From an optimization exercise on the open Yosys and OpenROAD flow, aimed at small area; shortcuts taken in it are not production practice.
In this exercise RTL edits were held to simulation tests only and were not proved equivalent to the original.
Power is estimated from default activity; no workload was simulated.

==> v16: inputs <==
==> flow/design.v (excerpt) <==
module top_robotic_arm (
    input clk,
    input reset,
    input rst,
    input load_rom_data,
    input select_source,
    input [9:0] x_accel,
    input [9:0] y_accel,
    input [9:0] z_accel,
    output [0:6] HEX_0, HEX_1, HEX_2, HEX_3, HEX_4, HEX_5,
    output [9:0] leds,
    output reg pwm_servo1,
    output reg pwm_servo2,
    output reg pwm_servo3,
    output hsync_out,
    output vsync_out,
    output [3:0] VGA_R,
    output [3:0] VGA_G,
    output [3:0] VGA_B
);
export LEC_CHECK = 0
export ABC_AREA = 1
export CAP_MARGIN = 20
export CORE_MARGIN = 2
export CORE_UTILIZATION = 40
export SLEW_MARGIN = 20
create_clock -name core_clock -period 50.0 [get_ports {clk}]
standard.sh (not shown) runs the stock make flow with config.mk's settings and CLKGATE_MAP_FILE= SYNTH_SCRIPT=/design/flow/synth_recipe.tcl, a recipe that flattens the netlist after the stock synthesis.
==> flow/flow/run.sh <==
#!/bin/bash
# Layout flow:
#  1. the standard synthesis (std.v), the reference for the registers;
#  2. four candidate netlists: std.v with its combinational logic mapped
#     again by ABC for area (deepsyn with four seeds); flip-flops, their
#     names and cells stay those of std.v;
#  3. the smallest candidate that yosys proves equivalent to std.v is used
#     (std.v itself if none is);
#  4. the standard layout from that netlist, with 1x port buffers and a
#     clock tree without dummy loads.
# Each tool's output goes to a log file of its own here.
set -u
W=$PWD
F=$W/flow
LIB=$FLOW_HOME/platforms/$FLOW_PLATFORM/lib/sky130_fd_sc_hd__tt_025C_1v80.lib
R=orfs/results/$FLOW_PLATFORM/top_robotic_arm/base

bash standard.sh synth > synth_std.log 2>&1 || exit 1
cp $R/1_2_yosys.v std.v
mv orfs orfs_synth

DU=""
for c in $(sed -n '/^export DONT_USE_CELLS/,/^$/p' $FLOW_HOME/platforms/$FLOW_PLATFORM/config.mk | tr -d '\\' | grep -o 'sky130_fd_sc_hd__[a-z0-9_]*'); do
  DU="$DU -dont_use $c"
done

cand() { # name script-template seed
  sed -e "s#@SEED@#$3#g" $F/area.abc > $1.abc
  sed -e "s#@LIB@#$LIB#g" -e "s#@DU@#$DU#g" -e "s#@TOP@#$FLOW_TOP#g" \
      -e "s#@ABC@#$1.abc#g" -e "s#@OUT@#$1.v#g" $F/$2 > $1.ys
  yosys -s $1.ys > $1.log 2>&1 || rm -f $1.v
}
cand c1 resyn.ys.in 1 &
cand c2 resyn.ys.in 2 &
cand c3 resyn.ys.in 3 &
cand c4 resyn.ys.in 4 &
wait

area() { grep "Chip area for module '\\\\$FLOW_TOP'" $1.log | tail -1 | awk '{print $NF}'; }
: > candidates.txt
for c in c1 c2 c3 c4; do
  [ -f $c.v ] && echo "$(area $c) $c" >> candidates.txt
done
sort -g candidates.txt -o candidates.txt
cp std.v netlist.v
flops() { grep -oE "sky130_fd_sc_hd__(df|ed|sd|dl)[a-z0-9_]* +[^ ]+" $1 | sort; }
flops std.v > flops_std.txt
for c in $(awk '{print $2}' candidates.txt); do
  flops $c.v > flops_$c.txt
  cmp -s flops_std.txt flops_$c.txt || continue
  sed -e "s#@LIB@#$LIB#g" -e "s#@OUT@#$c.v#g" $F/equiv.ys.in > equiv_$c.ys
  if timeout 1200 yosys -s equiv_$c.ys > equiv_$c.log 2>&1; then
    cp $c.v netlist.v
    echo "chosen $c" >> candidates.txt
    break
  fi
done

bash standard.sh SYNTH_NETLIST_FILES=$W/netlist.v REMOVE_ABC_BUFFERS=1 \
  BUFFER_PORTS_ARGS="-buffer_cell sky130_fd_sc_hd__buf_1" \
  CTS_ARGS="-sink_clustering_enable -repair_clock_nets -dont_use_dummy_load -buf_list {sky130_fd_sc_hd__clkbuf_4 sky130_fd_sc_hd__clkbuf_8}" \
  finish > layout.log 2>&1
==> flow/flow/resyn.ys.in <==
read_liberty -ignore_miss_func @LIB@
read_verilog std.v
hierarchy -top top_robotic_arm
setattr -mod -set keep_hierarchy 1 sky130_fd_sc_hd__dfxtp_1 sky130_fd_sc_hd__dfxtp_2 sky130_fd_sc_hd__dfxtp_4 sky130_fd_sc_hd__conb_1
flatten
opt -purge
abc -liberty @LIB@ -script @ABC@ @DU@
opt_clean -purge
splitnets
opt_clean -purge
hilomap -singleton -hicell sky130_fd_sc_hd__conb_1 HI -locell sky130_fd_sc_hd__conb_1 LO
insbuf -buf sky130_fd_sc_hd__buf_4 A X
opt_clean -purge
stat -liberty @LIB@
select top_robotic_arm
write_verilog -noattr -nohex -nodec -selected @OUT@
Other scripts of this flow, unchanged in this note and not shown: flow/flow/area.abc, flow/flow/equiv.ys.in
==> v1 (differences from v16) <==
--- a/flow/design.v
+++ b/flow/design.v
@@ -34,25 +34,23 @@
     begin
         g = 1'b0;
         for (i = 0; i < 9; i = i + 1)
             g = (a[i] & ~b[i]) | (~(a[i] ^ b[i]) & g);
         gt9 = g;
     end
 endfunction
 reg [12:0] deb_cnt;
-wire deb_match = (deb_cnt == 13'd1715);  
-wire deb_two = (deb_cnt == 13'd7);       
+wire deb_match = deb_cnt[12] & deb_cnt[9] & deb_cnt[8] & deb_cnt[7] & deb_cnt[3];  
+wire deb_two = (deb_cnt == 13'd2);  
 always @(posedge clk)
-    if (reset)
-        deb_cnt <= 13'd1;
-    else if (deb_match)
-        deb_cnt <= 13'd3;
+    if (reset | deb_match)
+        deb_cnt <= {12'd0, ~reset};
     else
-        deb_cnt <= {deb_cnt[11:0], deb_cnt[12] ^ deb_cnt[0]};
+        deb_cnt <= deb_cnt + 13'd1;
 reg rst_lvl, rst_rise, load_lvl, load_rise;
 always @(posedge clk)
     if (reset) begin
         rst_lvl <= 1'b0;
         rst_rise <= 1'b0;
         load_lvl <= 1'b0;
         load_rise <= 1'b0;
     end else if (deb_match) begin
@@ -106,36 +104,36 @@
 wire [9:0] zs = select_source ? z_accel : rom_word[9:0];
 assign leds = {{5{zs[9]}}, {5{~zs[9]}}};
 reg [13:0] q;
 reg [7:0] s;
 reg [4:0] acc;
 wire q_wrap = q[13] & q[12] & q[10] & q[8] & q[5] & q[2] & q[1] & q[0];  
 wire late = (q[13:9] != 5'd0);                                         
 wire long_step = late ? ge_c(acc, 22) : ((acc == 5'd0) | ge_c(acc, 23));
-wire step = long_step ? (s == 8'd185) : (s == 8'd184);
+wire step = long_step ? (s == 8'd83) : (s == 8'd169);
 reg [4:0] acc_next;
 integer ai;
 always @* begin
     acc_next = 5'd0;
     for (ai = 0; ai < 27; ai = ai + 1)
         if (acc == ai)
             acc_next = (ai + 5) % 27;
 end
 always @(posedge clk)
     if (rstp | q_wrap) begin
         q <= 14'd107;
-        s <= 8'd0;
+        s <= 8'd1;
         acc <= 5'd0;
     end else if (step) begin
         q <= q + 14'd1;
-        s <= 8'd0;
+        s <= 8'd1;
         acc <= acc_next;
     end else begin
-        s <= s + 8'd1;
+        s <= {s[6:0], s[7] ^ s[2]};
     end
 wire ph0 = ~ge_c(q, 242);
 wire ph1 = ~ph0 & ~late;
 wire ph2 = (q[13:9] == 5'd1) & ~ge_c(q[8:0], 270);
 function pwm_level(input [9:0] v, input [8:0] t, input p0, input p1, input p2);
     reg gt;
     begin
         gt = gt9(v[8:0], t);
@@ -203,18 +201,17 @@
 wire h_nz = (xd[11:8] != 4'd0);
 wire t_nz = (xd[7:4] != 4'd0);
 assign HEX_0 = seg7(xd[3:0]);
 assign HEX_1 = (t_nz | h_nz) ? seg7(xd[7:4]) : (x_neg ? 7'b1111110 : 7'b1111111);
 assign HEX_2 = h_nz ? seg7(xd[11:8]) : ((x_neg & t_nz) ? 7'b1111110 : 7'b1111111);
 assign HEX_3 = {6'b111111, ~(x_neg & h_nz)};
 assign HEX_4 = 7'b1111111;
 assign HEX_5 = 7'b1111111;
-reg half;
-always @(posedge clk) half <= ~reset & ~half;
+wire half = deb_cnt[0];
 reg [7:0] ca;
 reg [2:0] cb;
 reg [3:0] la;
 reg [5:0] lb;
 wire cb_end = cb[2];                                   
 wire cx_end = ca[7] & ca[5] & (cb == 3'd0);            
 wire lb_end = lb[5] & lb[4] & lb[0];                   
 wire cy_end = la[3] & la[1] & lb[4] & lb[3] & lb[0];   
--- a/flow/flow/run.sh
+++ b/flow/flow/run.sh
@@ -1,49 +1,59 @@
 #!/bin/bash
 # Layout flow:
 #  1. the standard synthesis (std.v), the reference for the registers;
-#  2. four candidate netlists: std.v with its combinational logic mapped
-#     again by ABC for area (deepsyn with four seeds); flip-flops, their
-#     names and cells stay those of std.v;
+#  2. eight candidate netlists: std.v, and a second synthesis of the RTL
+#     that skips the Kogge-Stone and full-adder mapping (noks.v), each with
+#     its combinational logic mapped again by ABC for area (deepsyn, four
+#     seeds each); flip-flops, their names and cells stay those of std.v;
 #  3. the smallest candidate that yosys proves equivalent to std.v is used
 #     (std.v itself if none is);
 #  4. the standard layout from that netlist, with 1x port buffers and a
 #     clock tree without dummy loads.
 # Each tool's output goes to a log file of its own here.
 set -u
 W=$PWD
 F=$W/flow
 LIB=$FLOW_HOME/platforms/$FLOW_PLATFORM/lib/sky130_fd_sc_hd__tt_025C_1v80.lib
 R=orfs/results/$FLOW_PLATFORM/top_robotic_arm/base
 
 bash standard.sh synth > synth_std.log 2>&1 || exit 1
 cp $R/1_2_yosys.v std.v
 mv orfs orfs_synth
+bash standard.sh ADDER_MAP_FILE= SYNTH_OPERATIONS_ARGS=-noshare synth > synth_noks.log 2>&1 \
+  && cp $R/1_2_yosys.v noks.v
+[ -d orfs ] && mv orfs orfs_noks
 
 DU=""
 for c in $(sed -n '/^export DONT_USE_CELLS/,/^$/p' $FLOW_HOME/platforms/$FLOW_PLATFORM/config.mk | tr -d '\\' | grep -o 'sky130_fd_sc_hd__[a-z0-9_]*'); do
   DU="$DU -dont_use $c"
 done
 
-cand() { # name script-template seed
+cand() { # name script-template seed input
+  [ -f $4 ] || return
   sed -e "s#@SEED@#$3#g" $F/area.abc > $1.abc
   sed -e "s#@LIB@#$LIB#g" -e "s#@DU@#$DU#g" -e "s#@TOP@#$FLOW_TOP#g" \
-      -e "s#@ABC@#$1.abc#g" -e "s#@OUT@#$1.v#g" $F/$2 > $1.ys
+      -e "s#@ABC@#$1.abc#g" -e "s#@IN@#$4#g" -e "s#@OUT@#$1.v#g" $F/$2 > $1.ys
   yosys -s $1.ys > $1.log 2>&1 || rm -f $1.v
 }
-cand c1 resyn.ys.in 1 &
-cand c2 resyn.ys.in 2 &
-cand c3 resyn.ys.in 3 &
-cand c4 resyn.ys.in 4 &
+cand c1 resyn.ys.in 1 std.v &
+cand c2 resyn.ys.in 2 std.v &
+cand c3 resyn.ys.in 3 std.v &
+cand c4 resyn.ys.in 4 std.v &
+wait
+cand c5 resyn.ys.in 1 noks.v &
+cand c6 resyn.ys.in 2 noks.v &
+cand c7 resyn.ys.in 3 noks.v &
+cand c8 resyn.ys.in 4 noks.v &
 wait
 
 area() { grep "Chip area for module '\\\\$FLOW_TOP'" $1.log | tail -1 | awk '{print $NF}'; }
 : > candidates.txt
-for c in c1 c2 c3 c4; do
+for c in c1 c2 c3 c4 c5 c6 c7 c8; do
   [ -f $c.v ] && echo "$(area $c) $c" >> candidates.txt
 done
 sort -g candidates.txt -o candidates.txt
 cp std.v netlist.v
 flops() { grep -oE "sky130_fd_sc_hd__(df|ed|sd|dl)[a-z0-9_]* +[^ ]+" $1 | sort; }
 flops std.v > flops_std.txt
 for c in $(awk '{print $2}' candidates.txt); do
   flops $c.v > flops_$c.txt
--- a/flow/flow/resyn.ys.in
+++ b/flow/flow/resyn.ys.in
@@ -1,10 +1,10 @@
 read_liberty -ignore_miss_func @LIB@
-read_verilog std.v
+read_verilog @IN@
 hierarchy -top top_robotic_arm
 setattr -mod -set keep_hierarchy 1 sky130_fd_sc_hd__dfxtp_1 sky130_fd_sc_hd__dfxtp_2 sky130_fd_sc_hd__dfxtp_4 sky130_fd_sc_hd__conb_1
 flatten
 opt -purge
 abc -liberty @LIB@ -script @ABC@ @DU@
 opt_clean -purge
 splitnets
 opt_clean -purge
==> v30 (differences from v16) <==
--- a/flow/design.v
+++ b/flow/design.v
@@ -34,25 +34,23 @@
     begin
         g = 1'b0;
         for (i = 0; i < 9; i = i + 1)
             g = (a[i] & ~b[i]) | (~(a[i] ^ b[i]) & g);
         gt9 = g;
     end
 endfunction
 reg [12:0] deb_cnt;
-wire deb_match = (deb_cnt == 13'd1715);  
-wire deb_two = (deb_cnt == 13'd7);       
+wire deb_match = deb_cnt[12] & deb_cnt[9] & deb_cnt[8] & deb_cnt[7] & deb_cnt[3];  
+wire deb_two = (deb_cnt == 13'd2);  
 always @(posedge clk)
-    if (reset)
-        deb_cnt <= 13'd1;
-    else if (deb_match)
-        deb_cnt <= 13'd3;
+    if (reset | deb_match)
+        deb_cnt <= {12'd0, ~reset};
     else
-        deb_cnt <= {deb_cnt[11:0], deb_cnt[12] ^ deb_cnt[0]};
+        deb_cnt <= deb_cnt + 13'd1;
 reg rst_lvl, rst_rise, load_lvl, load_rise;
 always @(posedge clk)
     if (reset) begin
         rst_lvl <= 1'b0;
         rst_rise <= 1'b0;
         load_lvl <= 1'b0;
         load_rise <= 1'b0;
     end else if (deb_match) begin
@@ -106,36 +104,36 @@
 wire [9:0] zs = select_source ? z_accel : rom_word[9:0];
 assign leds = {{5{zs[9]}}, {5{~zs[9]}}};
 reg [13:0] q;
 reg [7:0] s;
 reg [4:0] acc;
 wire q_wrap = q[13] & q[12] & q[10] & q[8] & q[5] & q[2] & q[1] & q[0];  
 wire late = (q[13:9] != 5'd0);                                         
 wire long_step = late ? ge_c(acc, 22) : ((acc == 5'd0) | ge_c(acc, 23));
-wire step = long_step ? (s == 8'd185) : (s == 8'd184);
+wire step = long_step ? (s == 8'd83) : (s == 8'd169);
 reg [4:0] acc_next;
 integer ai;
 always @* begin
     acc_next = 5'd0;
     for (ai = 0; ai < 27; ai = ai + 1)
         if (acc == ai)
             acc_next = (ai + 5) % 27;
 end
 always @(posedge clk)
     if (rstp | q_wrap) begin
         q <= 14'd107;
-        s <= 8'd0;
+        s <= 8'd1;
         acc <= 5'd0;
     end else if (step) begin
         q <= q + 14'd1;
-        s <= 8'd0;
+        s <= 8'd1;
         acc <= acc_next;
     end else begin
-        s <= s + 8'd1;
+        s <= {s[6:0], s[7] ^ s[2]};
     end
 wire ph0 = ~ge_c(q, 242);
 wire ph1 = ~ph0 & ~late;
 wire ph2 = (q[13:9] == 5'd1) & ~ge_c(q[8:0], 270);
 function pwm_level(input [9:0] v, input [8:0] t, input p0, input p1, input p2);
     reg gt;
     begin
         gt = gt9(v[8:0], t);
@@ -203,18 +201,17 @@
 wire h_nz = (xd[11:8] != 4'd0);
 wire t_nz = (xd[7:4] != 4'd0);
 assign HEX_0 = seg7(xd[3:0]);
 assign HEX_1 = (t_nz | h_nz) ? seg7(xd[7:4]) : (x_neg ? 7'b1111110 : 7'b1111111);
 assign HEX_2 = h_nz ? seg7(xd[11:8]) : ((x_neg & t_nz) ? 7'b1111110 : 7'b1111111);
 assign HEX_3 = {6'b111111, ~(x_neg & h_nz)};
 assign HEX_4 = 7'b1111111;
 assign HEX_5 = 7'b1111111;
-reg half;
-always @(posedge clk) half <= ~reset & ~half;
+wire half = deb_cnt[0];
 reg [7:0] ca;
 reg [2:0] cb;
 reg [3:0] la;
 reg [5:0] lb;
 wire cb_end = cb[2];                                   
 wire cx_end = ca[7] & ca[5] & (cb == 3'd0);            
 wire lb_end = lb[5] & lb[4] & lb[0];                   
 wire cy_end = la[3] & la[1] & lb[4] & lb[3] & lb[0];   
==> qor summary <==
|  | v30 | v16 | v1 |
|---|---|---|---|
| Count of placed standard cells including taps | 1374 | 1357 | 1374 |
| Max layer used | met5 | met4 | met5 |
| Sequential group share of total power | 42.6% | 42.3% | 42.6% |
| Vias per cell | 5.625 | 5.537 | 5.625 |
| Multi-input logic portion of the cell area | 56.87% | 57.07% | 56.87% |
| DR vias | 7779 | 7563 | 7779 |
| First-pass GRT wire length | 32820 µm | 32350 µm | 32820 µm |
| Number of instances in the synthesized netlist | 1084 | 1071 | 1084 |
| Initial standard-cell utilization of the core | 40.91% | 40.71% | 40.91% |
| Routing usage on met3 | 4.233% | 3.729% | 4.233% |
| Met1 wire length | 9194 µm | 9227 µm | 9194 µm |
| Launch point of the worst reg-to-reg path | idx[2]$_SDFFE_PP1P_ | valid$_SDFFE_PP0P_ | idx[2]$_SDFFE_PP1P_ |
| Run status | no timing/DRC/antenna violations | no timing/DRC/antenna violations | no timing/DRC/antenna violations |
| RR Endpoint | pwm_servo3$_SDFF_PP0_ | pwm_servo1$_SDFF_PP0_ | pwm_servo3$_SDFF_PP0_ |
| DIE AREA | 17960 µm² | 17870 µm² | 17960 µm² |
| Number of global-route vias before repair | 6818 | 6787 | 6818 |
| Vertical die dimension | 134 µm | 133.7 µm | 134 µm |

[what the ideal ports hide]
How much do the figures lean on ideal ports? The routed layouts below were timed once more, with nothing changed but the port constraints.
Step 1 assumes that a clkbuf_16 drives the clock port and a buf_2 every other input.
Step 2 moves the port delays by t, midway between the first and last clock arrival at a register: inputs arrive t later, outputs are due t later. That takes back most of the time a late clock gives input paths.
Three values: no drivers, after step 1, after step 2; two values: the first two.
run	t, ns	slack for setup (ns)	worst setup path at the end	worst slew at a driven data input, ns
v16	0.377	20.157 / 20.138 / 20.138	input to output	0.04
v1	0.387	20.212 / 20.190 / 20.190	input to output	0.06
v30	0.387	20.212 / 20.190 / 20.190	input to output	0.06
After both steps every run listed still meets setup and hold.
